This design comes from an exercise in tuning for small area, a short achievable clock period and few clock cycles per item on the open sky130 flow, not from production work. The RTL was checked by simulation tests, not by an equivalence proof against the original design. Power is estimated from default activity; no workload was simulated.

Setup of v6:
==> flow/design.v <==
module qoi_compressor (
    input  wire        rstn,
    input  wire        clk,
    output reg         ctrl_ready,
    input  wire        ctrl_start,
    input  wire [15:0] ctrl_width,
    input  wire [15:0] ctrl_height,
    output reg         i_tready,
    input  wire        i_tvalid,
    input  wire        i_tlast,
    input  wire [ 7:0] i_R, i_G, i_B,
    input  wire        o_tready,
    output reg         o_tvalid,
    output reg         o_tlast,
    output reg  [ 3:0] o_tkeep,
    output reg  [31:0] o_tdata
);
localparam [1:0] K_PIX = 2'd0, K_H0 = 2'd1, K_H1 = 2'd2, K_H2 = 2'd3;
localparam [1:0] S_IDLE = 2'd0, S_H1 = 2'd1, S_H2 = 2'd2, S_PIX = 2'd3;
reg  [ 1:0] state;
reg         first_pend;           
reg         I_v, I_first, I_last;
reg  [ 1:0] I_k;
reg  [23:0] I_px;                 
reg         A_v, A_first, A_last;
reg  [ 1:0] A_k;
reg  [23:0] A_px;
reg  [ 5:0] A_h;
reg  [63:0] A_sel;                  
reg  [ 7:0] A_dR, A_dG, A_dB;
reg         S_v;                  
wire        out_ok = ~S_v;
reg  A_pix;                      
wire A_hold = A_pix & ~A_last;
wire A_lpix = A_pix & A_last;    
wire adv    = out_ok & (I_v | ~A_hold);
wire I_cons = adv & ~A_lpix;
wire I_free = ~I_v | (out_ok & ~A_lpix);         
wire take = i_tvalid & i_tready;
wire inj  = (state == S_H1 || state == S_H2) & I_free;
wire hs   = ctrl_start & ctrl_ready;   
wire [15:0] ww = {ctrl_width[15:1],  ctrl_width[0]  | (ctrl_width  == 16'd0)};
wire [15:0] hh = {ctrl_height[15:1], ctrl_height[0] | (ctrl_height == 16'd0)};
reg  [1:0] state_n;
always @* begin
    state_n = state;
    case (state)
        S_IDLE: if (hs) state_n = S_H1;
        S_H1:   if (I_free) state_n = S_H2;
        S_H2:   if (I_free) state_n = S_PIX;
        default: if (take & i_tlast) state_n = S_IDLE;
    endcase
end
wire I_v_n = take | inj | hs | (I_v & ~I_cons);
wire A_lpix_n = adv ? (I_v & ~A_lpix & (I_k == K_PIX) & I_last) : A_lpix;
wire        W_v;
wire        W_last;
wire [ 3:0] W_keep;
wire [31:0] W_data;
wire push  = adv & W_v;
wire o_cons = o_tvalid & o_tready;
wire S_v_n = S_v ? ~o_tready : (o_tvalid & ~o_tready & push);
always @(posedge clk or negedge rstn)
    if (~rstn) begin
        state      <= S_IDLE;
        ctrl_ready <= 1'b0;
        i_tready   <= 1'b0;
        I_v        <= 1'b0;
        S_v        <= 1'b0;
    end else begin
        state      <= state_n;
        ctrl_ready <= (state_n == S_IDLE) & (~I_v_n | (~S_v_n & ~A_lpix_n));
        i_tready   <= (state_n == S_PIX) & (~I_v_n | ~S_v_n);
        I_v        <= I_v_n;
        S_v        <= S_v_n;
    end
always @(posedge clk) begin
    if (inj) first_pend <= 1'b1;
    else if (take) first_pend <= 1'b0;
end
reg  [5:0] I_hs, I_hc;
wire [5:0] o1 = i_R[5:0], o2 = {i_R[4:0], 1'b0}, o3 = i_G[5:0];
wire [5:0] o4 = {i_G[3:0], 2'b0}, o5 = {i_B[2:0], 3'b0}, o6 = ~i_B[5:0];
wire [5:0] s1 = o1 ^ o2 ^ o3, c1 = {(o1[4:0] & o2[4:0]) | (o1[4:0] & o3[4:0]) | (o2[4:0] & o3[4:0]), 1'b0};
wire [5:0] s2 = o4 ^ o5 ^ o6, c2 = {(o4[4:0] & o5[4:0]) | (o4[4:0] & o6[4:0]) | (o5[4:0] & o6[4:0]), 1'b0};
wire [5:0] s3 = s1 ^ c1 ^ s2, c3 = {(s1[4:0] & c1[4:0]) | (s1[4:0] & s2[4:0]) | (c1[4:0] & s2[4:0]), 1'b0};
wire [5:0] s4 = s3 ^ c3 ^ c2, c4 = {(s3[4:0] & c3[4:0]) | (s3[4:0] & c2[4:0]) | (c3[4:0] & c2[4:0]), 1'b0};
always @(posedge clk)
    if (i_tready) begin
        I_hs <= s4;
        I_hc <= c4;
    end else if (hs)
        I_hs <= hh[13:8];
always @(posedge clk)
    if (i_tready) begin
        I_k     <= K_PIX;
        I_first <= first_pend;
        I_last  <= i_tlast;
        I_px    <= {i_R, i_G, i_B};
    end else if (hs) begin
        I_k     <= K_H0;
        I_px    <= {hh[7:0], ww};
        I_first <= hh[14];
        I_last  <= hh[15];
    end else if (inj) begin
        if (state == S_H1) I_k <= K_H1;
        else begin
            I_k  <= K_H2;
            I_px <= {8'hxx, I_last, I_first, I_hs, I_px[23:16]};
        end
    end
wire [7:0] iR = I_px[23:16], iG = I_px[15:8], iB = I_px[7:0];
wire [5:0] hash = I_hs + I_hc + 6'd54;
always @(posedge clk or negedge rstn)
    if (~rstn) begin
        A_v   <= 1'b0;
        A_pix <= 1'b0;
    end else if (adv) begin
        A_v   <= I_v & ~A_lpix;
        A_pix <= I_v & ~A_lpix & (I_k == K_PIX);
    end
always @(posedge clk)
    if (adv) begin
        A_k     <= I_k;
        A_first <= I_first;
        A_last  <= I_last;
        A_px    <= I_px;
        A_h     <= hash;
        A_sel   <= 64'd1 << hash;
        A_dR    <= iR - A_px[23:16];
        A_dG    <= iG - A_px[15: 8];
        A_dB    <= iB - A_px[ 7: 0];
    end
wire A_same = ~|{A_dR, A_dG, A_dB};
reg  [17:0] tab_d [0:63];
reg  [63:0] tab_v;
wire        A_clr = A_v & (A_k == K_H0);
wire [17:0] A_key = {A_px[23:22], A_px[15:0]};
genvar gi;
generate
    for (gi = 0; gi < 64; gi = gi + 1) begin : g_tab
        always @(posedge clk) begin
            if (adv & A_pix & A_sel[gi]) tab_d[gi] <= A_key;
            if (adv & A_clr) tab_v[gi] <= 1'b0;
            else if (adv & A_pix & A_sel[gi]) tab_v[gi] <= 1'b1;
        end
    end
endgenerate
reg  [18:0] rd0, rd1;
integer ri;
always @* begin
    rd0 = 19'd0;
    rd1 = 19'd0;
    for (ri = 0; ri < 32; ri = ri + 1) begin
        rd0 = rd0 | ({19{A_sel[ri]}}      & {tab_v[ri],      tab_d[ri]});
        rd1 = rd1 | ({19{A_sel[ri + 32]}} & {tab_v[ri + 32], tab_d[ri + 32]});
    end
end
reg         B_v, B_first, B_last, B_run;
reg  [ 1:0] B_k;
reg  [23:0] B_px;
reg  [ 5:0] B_h, B_q;             
reg  [18:0] B_rd0, B_rd1;
reg         B_diff, B_luma;
reg  [ 5:0] B_dcode;
reg  [13:0] B_lcode;
wire A_run = A_pix & A_same & ~A_first & ~(B_run & (B_q == 6'd61));
function eq5;    
    input [4:0] a, b, k;
    reg   [4:0] c;
    begin
        c = {(a[3:0] & b[3:0]) | ((a[3:0] | b[3:0]) & ~k[3:0]), 1'b0};
        eq5 = ((a ^ b ^ k) == c);
    end
endfunction
function small8;    
    input [7:0] a, g;
    reg   [3:0] lo;
    begin
        lo = {1'b0, a[2:0]} + {1'b0, ~g[2:0]} + 4'd1;
        small8 = lo[3] ? (eq5(a[7:3], ~g[7:3], 5'd31) | eq5(a[7:3], ~g[7:3], 5'd30))
                       : (eq5(a[7:3], ~g[7:3], 5'd0)  | eq5(a[7:3], ~g[7:3], 5'd31));
    end
endfunction
wire [3:0] xR = A_dR[3:0] - A_dG[3:0], xB = A_dB[3:0] - A_dG[3:0];
wire diff_ok = (&A_dR[7:1] | ~|A_dR[7:1]) & (&A_dG[7:1] | ~|A_dG[7:1]) & (&A_dB[7:1] | ~|A_dB[7:1]);
wire luma_ok = (&A_dG[7:5] | ~|A_dG[7:5]) & small8(A_dR, A_dG) & small8(A_dB, A_dG);
always @(posedge clk or negedge rstn)
    if (~rstn) B_v <= 1'b0;
    else if (adv) B_v <= A_v;
always @(posedge clk)
    if (adv) begin
        B_k     <= A_k;
        B_first <= A_first;
        B_last  <= A_last;
        B_px    <= A_px;
        B_h     <= A_h;
        B_rd0   <= rd0;
        B_rd1   <= rd1;
        B_run   <= A_run;
        B_q     <= B_run ? B_q + 6'd1 : 6'd0;
        B_diff  <= diff_ok;
        B_dcode <= {~A_dR[1], A_dR[0], ~A_dG[1], A_dG[0], ~A_dB[1], A_dB[0]};    
        B_luma  <= luma_ok;
        B_lcode <= {~xR[3], xR[2:0], ~xB[3], xB[2:0], ~A_dG[5], A_dG[4:0]};       
    end
reg         C_v, C_last, C_h2;
reg  [ 2:0] C_n;
reg  [31:0] C_bytes;
wire B_pix   = B_v & (B_k == K_PIX);
wire [18:0] B_rd = B_h[5] ? B_rd1 : B_rd0;
wire B_match = B_rd[18] & (B_rd[17:0] == {B_px[23:22], B_px[15:0]});
always @(posedge clk or negedge rstn)
    if (~rstn) C_v <= 1'b0;
    else if (adv) C_v <= B_v;
always @(posedge clk)
    if (adv) begin
        C_last <= B_pix & B_last;
        C_h2   <= B_v & (B_k == K_H2);
        if (~B_v) begin
            C_n     <= 3'd0;
            C_bytes <= 32'hx;
        end else if (B_pix & B_run) begin
            C_n     <= (A_run & ~B_last) ? 3'd0 : 3'd1;
            C_bytes <= {24'hx, 2'b11, B_q};
        end else if (B_pix & ~B_first & B_match) begin
            C_n     <= 3'd1;
            C_bytes <= {24'hx, 2'b00, B_h};
        end else if (B_pix & ~B_first & B_diff) begin
            C_n     <= 3'd1;
            C_bytes <= {24'hx, 2'b01, B_dcode};
        end else if (B_pix & ~B_first & B_luma) begin
            C_n     <= 3'd2;
            C_bytes <= {16'hx, B_lcode[13:6], 2'b10, B_lcode[5:0]};
        end else begin
            C_n     <= 3'd4;
            C_bytes <= (B_k == K_H0)  ? 32'h66_69_6F_71 :                           
                       (B_k == K_PIX) ? {B_px[7:0], B_px[15:8], B_px[23:16], 8'hFE} :
                                        {B_px[7:0], B_px[15:8], 16'h0};              
        end
    end
reg  [ 1:0] P_cnt;
reg  [23:0] P_rem;
reg         P_flush;
wire [ 3:0] tot = {2'b0, P_cnt} + {1'b0, C_n};
reg  [55:0] merged;
always @*
    case (P_cnt)
        2'd0: merged = {24'hx, C_bytes};
        2'd1: merged = {16'hx, C_bytes, P_rem[7:0]};
        2'd2: merged = { 8'hx, C_bytes, P_rem[15:0]};
        default: merged = {C_bytes, P_rem};
    endcase
wire cv = C_v;
assign W_v    = P_flush | (cv & (tot[2] | C_last));
assign W_last = P_flush | (C_last & ~tot[3] & ~(tot[2] & |tot[1:0]));
wire [2:0] kcnt = P_flush ? {1'b0, P_cnt} : (C_last & ~tot[2]) ? tot[2:0] : 3'd4;
assign W_keep = (kcnt == 3'd1) ? 4'b0001 : (kcnt == 3'd2) ? 4'b0011 : (kcnt == 3'd3) ? 4'b0111 : 4'b1111;
assign W_data = P_flush ? {8'hx, P_rem} : merged[31:0];
always @(posedge clk or negedge rstn)
    if (~rstn) begin
        P_cnt   <= 2'd0;
        P_flush <= 1'b0;
    end else if (adv) begin
        if (P_flush) begin
            P_cnt   <= 2'd0;
            P_flush <= 1'b0;
        end else if (cv & C_h2) begin
            P_cnt   <= 2'd2;
        end else if (cv & C_last) begin
            P_cnt   <= (tot > 4'd4) ? tot[1:0] : 2'd0;
            P_flush <= (tot > 4'd4);
        end else if (cv) begin
            P_cnt   <= tot[1:0];
        end
    end
always @(posedge clk)
    if (adv & ~P_flush & cv) begin
        if (C_h2)        P_rem <= 24'h00_03;         
        else if (tot[2]) P_rem <= merged[55:32];
        else             P_rem <= merged[23:0];
    end
reg        S_last;
reg [ 3:0] S_keep;
reg [31:0] S_data;
always @(posedge clk or negedge rstn)
    if (~rstn) o_tvalid <= 1'b0;
    else if (~o_tvalid | o_tready) o_tvalid <= S_v | push;
always @(posedge clk) begin
    if (~o_tvalid | o_tready) begin
        if (S_v) begin
            o_tlast <= S_last; o_tkeep <= S_keep; o_tdata <= S_data;
        end else begin
            o_tlast <= W_last; o_tkeep <= W_keep; o_tdata <= W_data;
        end
    end
    if (~S_v) begin
        S_last <= W_last; S_keep <= W_keep; S_data <= W_data;
    end
end
endmodule
Settings: LEC_CHECK=0, CAP_MARGIN=20, CORE_MARGIN=2, CORE_UTILIZATION=40, SETUP_SLACK_MARGIN=2.6, SLEW_MARGIN=20; clock period 5.0 ns.
run.sh (not shown) runs the stock make flow with config.mk's settings and CLKGATE_MAP_FILE= SYNTH_SCRIPT=/design/flow/synth_recipe.tcl, a recipe that flattens the netlist after the stock synthesis.
Testbench counts of v6, summed over its fixed seeds: cycles 48,927, pixels 48,510.
Inputs modified between v6 and v7:
--- a/flow/design.v
+++ b/flow/design.v
@@ -70,9 +70,16 @@
     end else begin
         state      <= state_n;
-        ctrl_ready <= (state_n == S_IDLE) & (~I_v_n | (~S_v_n & ~A_lpix_n));
-        i_tready   <= (state_n == S_PIX) & (~I_v_n | ~S_v_n);
+        ctrl_ready <= ctrl_ready_n;
+        i_tready   <= i_tready_n;
         I_v        <= I_v_n;
         S_v        <= S_v_n;
     end
+wire ctrl_ready_n = (state_n == S_IDLE) & (~I_v_n | (~S_v_n & ~A_lpix_n));
+wire i_tready_n   = (state_n == S_PIX) & (~I_v_n | ~S_v_n);
+reg  I_ldp, I_ldh;
+always @(posedge clk) begin
+    I_ldp <= i_tready_n;
+    I_ldh <= ctrl_ready_n;
+end
 always @(posedge clk) begin
     if (inj) first_pend <= 1'b1;
@@ -87,25 +94,25 @@
 wire [5:0] s4 = s3 ^ c3 ^ c2, c4 = {(s3[4:0] & c3[4:0]) | (s3[4:0] & c2[4:0]) | (c3[4:0] & c2[4:0]), 1'b0};
 always @(posedge clk)
-    if (i_tready) begin
+    if (I_ldp) begin
         I_hs <= s4;
         I_hc <= c4;
-    end else if (hs)
-        I_hs <= hh[13:8];
+    end
+reg  [7:0] I_hh;
+always @(posedge clk)
+    if (I_ldh) I_hh <= hh[15:8];
 always @(posedge clk)
-    if (i_tready) begin
+    if (I_ldp) begin
         I_k     <= K_PIX;
         I_first <= first_pend;
         I_last  <= i_tlast;
         I_px    <= {i_R, i_G, i_B};
-    end else if (hs) begin
+    end else if (I_ldh) begin
         I_k     <= K_H0;
         I_px    <= {hh[7:0], ww};
-        I_first <= hh[14];
-        I_last  <= hh[15];
     end else if (inj) begin
         if (state == S_H1) I_k <= K_H1;
         else begin
             I_k  <= K_H2;
-            I_px <= {8'hxx, I_last, I_first, I_hs, I_px[23:16]};
+            I_px <= {8'hxx, I_hh, I_px[23:16]};
         end
     end
@@ -209,6 +216,7 @@
 reg  [31:0] C_bytes;
 wire B_pix   = B_v & (B_k == K_PIX);
-wire [18:0] B_rd = B_h[5] ? B_rd1 : B_rd0;
-wire B_match = B_rd[18] & (B_rd[17:0] == {B_px[23:22], B_px[15:0]});
+wire B_m0 = B_rd0[18] & (B_rd0[17:0] == {B_px[23:22], B_px[15:0]});
+wire B_m1 = B_rd1[18] & (B_rd1[17:0] == {B_px[23:22], B_px[15:0]});
+wire B_match = B_h[5] ? B_m1 : B_m0;
 always @(posedge clk or negedge rstn)
     if (~rstn) C_v <= 1'b0;
## What came out
Across v7 and v6, the outcome is the same: a clean finish for every run. Comparing v7 with v6, the final worst hold slack came out essentially unchanged. When v7 is set beside v6, its relative contribution of the clock network to total power turns out to be 0.2 points larger. The cell with the biggest individual delay on the critical path comes out dfrtp_4 in one run and or4_1 in the other, namely in v6 and v7 respectively. v6 → v7: synthesized cell count now smaller; global-route usage over all layers lost 0.51 points. Re routed wire length: v7 and v6 aren't equal, and the lower value belongs to v7. Cmp v7 and v6 / final non-filler cell area / higher: v6. Compared with v6, v7 shows initial detailed-routing violation count lower by about 7%. Across both runs, worst setup slack was higher for v7 than for v6.
Testbench counts of v7, summed over its fixed seeds: cycles 48,927, pixels 48,510.

## what the ideal ports hide
The results above use ideal ports. As a check the final layouts listed here were re-extracted and re-timed, cells and wires unchanged.
Step 1: set_driving_cell puts a clkbuf_16 on clk and a buf_2 on each other input, an assumption about the parent block.
Step 2 times the ports against the registers' clock, not the clock port: input delays grow and output delays shrink by t, the midpoint of the rising clock arrivals with the driver on.
a / b / c = ideal / step 1 / step 2; a / b = the first two.
| run | t (ns) | setup WS [ns] | slew at the worst register clock pin (ns) |
|---|---|---|---|
| v6 | 0.873 | 2.501 / 2.419 / 1.791 | 0.07 / 0.07 |
| v7 | 0.867 | 2.538 / 2.509 / 1.839 | 0.07 / 0.07 |
After both steps setup and hold are still met in every run listed. The setup slack of v6, which loses most, moves by -0.082 ns with the drivers and by -0.710 ns with both steps.
